Background: an optimization exercise with open tools, aiming at small area, a short achievable clock period and few clock cycles per item. Do not read the settings as production practice. RTL that was checked went through simulation tests only; none was proved equivalent to the original. Power figures rest on the tool's default switching activity, not on a simulated workload.

==> flow/design.v (excerpt) <==
module COMP_Control(
    input clock,
    input rst,
    input start_trigger,
    input reset_act,
    input reset_data,
    input signed [15:0] K0,
    input signed [15:0] K1,
    input signed [15:0] K2,
    input signed [17:0] setPoint,
    input signed [17:0] data,
    output reg busy,
    output wire signed [15:0] COMP_output
    );
    reg [18:0] e0, e1;
    reg [47:0] S, C;
    reg [15:0] Kr;
    reg sB, sC;    
    wire load = start_trigger & ~busy & ~reset_act & ~rst;
    wire clr_all = rst | (reset_act & reset_data);
    wire [18:0] diff = {setPoint[17], setPoint} - {data[17], data};
    wire [15:0] Km;
    KMUX umA (.busy(busy), .kr(Kr), .k2(K2), .y(Km));
    wire acc_en = load | busy;
    wire [15:0] KmB;    
    KMUX umB (.busy(busy), .kr(Kr), .k2(K2), .y(KmB));
    wire d0_one = e1[0] ^ 1'b0;
    wire d0_two = (e1[1] & ~e1[0] & ~1'b0) | (~e1[1] & e1[0] & 1'b0);
    wire d0_neg = (e1[1] & ~(e1[0] & 1'b0)) ^ sB;
    wire d0_pp0 = ((d0_one & Km[0])) ^ d0_neg;
    wire d0_pp1 = ((d0_one & Km[1]) | (d0_two & Km[0])) ^ d0_neg;
    wire d0_pp2 = ((d0_one & Km[2]) | (d0_two & Km[1])) ^ d0_neg;
    wire d0_pp3 = ((d0_one & Km[3]) | (d0_two & Km[2])) ^ d0_neg;
    wire d0_pp4 = ((d0_one & Km[4]) | (d0_two & Km[3])) ^ d0_neg;
  ...
export LEC_CHECK = 0
export CAP_MARGIN = 20
export CORE_MARGIN = 2
export CORE_UTILIZATION = 40
export CTS_BUF_LIST = sky130_fd_sc_hd__clkbuf_8
export SLEW_MARGIN = 20
export SYNTH_HIERARCHICAL = 1
export SYNTH_MINIMUM_KEEP_SIZE = 0
create_clock -name core_clock -period 12.0 [get_ports {clock}]
standard.sh (not shown) runs the stock make flow with config.mk's settings and CLKGATE_MAP_FILE= SYNTH_SCRIPT=/design/flow/synth_recipe.tcl, a recipe that flattens the netlist after the stock synthesis.
==> flow/flow/run.sh <==
#!/bin/bash
# The standard layout (standard.sh: the standard flow's synthesis, floorplan, placement,
# CTS, routing) at the design's clock period and constraints, with two
# changes to how hard the resizer works:
#  - repair_timing aims for a setup slack of SETUP_MARGIN ns instead of 0,
#    so the critical paths get sized and buffered although the 12 ns clock
#    would already be met;
#  - the port buffers are buf_2 cells rather than the resizer's pick.
set -euo pipefail
cd "$(dirname "$0")/.."
SETUP_MARGIN=$(cat flow/setup_margin.txt)
bash standard.sh "SETUP_SLACK_MARGIN=$SETUP_MARGIN" \
  "BUFFER_PORTS_ARGS=-buffer_cell sky130_fd_sc_hd__buf_2" finish > standard_make.log 2>&1
==> flow/flow/setup_margin.txt <==
6.0
Testbench counts at the start, summed over its fixed seeds: cycles 72,000, items 24,000.
Change:
--- a/flow/design.v
+++ b/flow/design.v
@@ -13,24 +13,23 @@
     output wire signed [15:0] COMP_output
     );
     reg [18:0] e0, e1;
     reg [47:0] S, C;
     reg [15:0] Kr;
     reg sB, sC;    
     wire load = start_trigger & ~busy & ~reset_act & ~rst;
     wire clr_all = rst | (reset_act & reset_data);
     wire [18:0] diff = {setPoint[17], setPoint} - {data[17], data};
     wire [15:0] Km;
-    KMUX umA (.busy(busy), .kr(Kr), .k2(K2), .y(Km));
-    wire acc_en = load | busy;
+    KMUX umA (.busy(busy), .start(start_trigger), .ract(reset_act), .kr(Kr), .k2(K2), .y(Km));
     wire [15:0] KmB;    
-    KMUX umB (.busy(busy), .kr(Kr), .k2(K2), .y(KmB));
+    KMUX umB (.busy(busy), .start(start_trigger), .ract(reset_act), .kr(Kr), .k2(K2), .y(KmB));
     wire d0_one = e1[0] ^ 1'b0;
     wire d0_two = (e1[1] & ~e1[0] & ~1'b0) | (~e1[1] & e1[0] & 1'b0);
     wire d0_neg = (e1[1] & ~(e1[0] & 1'b0)) ^ sB;
     wire d0_pp0 = ((d0_one & Km[0])) ^ d0_neg;
     wire d0_pp1 = ((d0_one & Km[1]) | (d0_two & Km[0])) ^ d0_neg;
     wire d0_pp2 = ((d0_one & Km[2]) | (d0_two & Km[1])) ^ d0_neg;
     wire d0_pp3 = ((d0_one & Km[3]) | (d0_two & Km[2])) ^ d0_neg;
     wire d0_pp4 = ((d0_one & Km[4]) | (d0_two & Km[3])) ^ d0_neg;
     wire d0_pp5 = ((d0_one & Km[5]) | (d0_two & Km[4])) ^ d0_neg;
     wire d0_pp6 = ((d0_one & Km[6]) | (d0_two & Km[5])) ^ d0_neg;
@@ -1070,24 +1069,22 @@
             busy <= load | sB;
             sB <= load;
             sC <= sB;
         end
         if (clr_all) begin
             S <= 48'd0;
             C <= 48'd0;
             e0 <= 19'd0;
             e1 <= 19'd0;
         end else begin
-            if (acc_en) begin
-                S <= S_n;
-                C <= C_n;
-            end
+            S <= S_n;
+            C <= C_n;
             if (reset_act) begin
                 e0 <= 19'd0;
             end else if (load) begin
                 e0 <= diff;
                 e1 <= e0;
             end else if (busy) begin
                 e0 <= e1;
                 e1 <= e0;
             end
         end
@@ -1100,22 +1097,23 @@
 module FAX(input a, input b, input c, output s, output co);
     XOR3 ux (.a(a), .b(b), .c(c), .y(s));
     MAJ3 um (.a(a), .b(b), .c(c), .y(co));
 endmodule
 module XOR3(input a, input b, input c, output y);
     assign y = a ^ b ^ c;
 endmodule
 module MAJ3(input a, input b, input c, output y);
     assign y = (a & b) | (a & c) | (b & c);
 endmodule
-module KMUX(input busy, input [15:0] kr, input [15:0] k2, output [15:0] y);
-    assign y = busy ? kr : k2;
+module KMUX(input busy, input start, input ract, input [15:0] kr, input [15:0] k2, output [15:0] y);
+    wire go = start & ~ract;
+    assign y = busy ? kr : (k2 & {16{go}});
 endmodule
 module AOI21(input a, input b, input c, output y);    
     assign y = ~(a | (b & c));
 endmodule
 module OAI21(input a, input b, input c, output y);    
     assign y = ~(a & (b | c));
 endmodule
 module NAND2(input a, input b, output y);
     assign y = ~(a & b);
 endmodule
Result: The changed run passed the timing, design-rule and antenna checks. Via count is lower by about 8%. Clock-buffer cell count is unchanged. Routed wire length goes down by about 7%. Design area went down by about 1.3%. Setup slack is worse by 410 ps. Synthesized cell count goes down by about 8%. Core utilization went up by 0.76 points. First-iteration DRC count falls by 27%. Combinational power increases by 28%. Area after synthesis went down by about 3.3%. Die area falls by 3.2%. Final cell count falls by about 5.3%. Power goes up by about 20%. Fmax falls by about 7%.
No functional check of the RTL was part of the second run of this note.

## afterwards: timing with drivers on the ports
The results above use ideal ports. As a check the final layouts listed here were re-extracted and re-timed, cells and wires unchanged.
Step 1 assumes that a clkbuf_16 drives the clock port and a buf_2 every other input.
Step 2 moves the port delays by t, midway between the first and last clock arrival at a register: inputs arrive t later, outputs are due t later. That takes back most of the time a late clock gives input paths.
Three values: no drivers, after step 1, after step 2; two values: the first two.
run | t (ns) | setup slack, ns | cell pins on the clock port's net
the first run | 0.546 | 6.497 / 6.452 / 5.999 | 1
the second run | 0.547 | 6.089 / 6.091 / 5.544 | 1
After both steps every run listed still meets setup and hold. The setup slack of the second run, which loses most, moves by +0.002 ns with the drivers and by -0.545 ns with both steps.
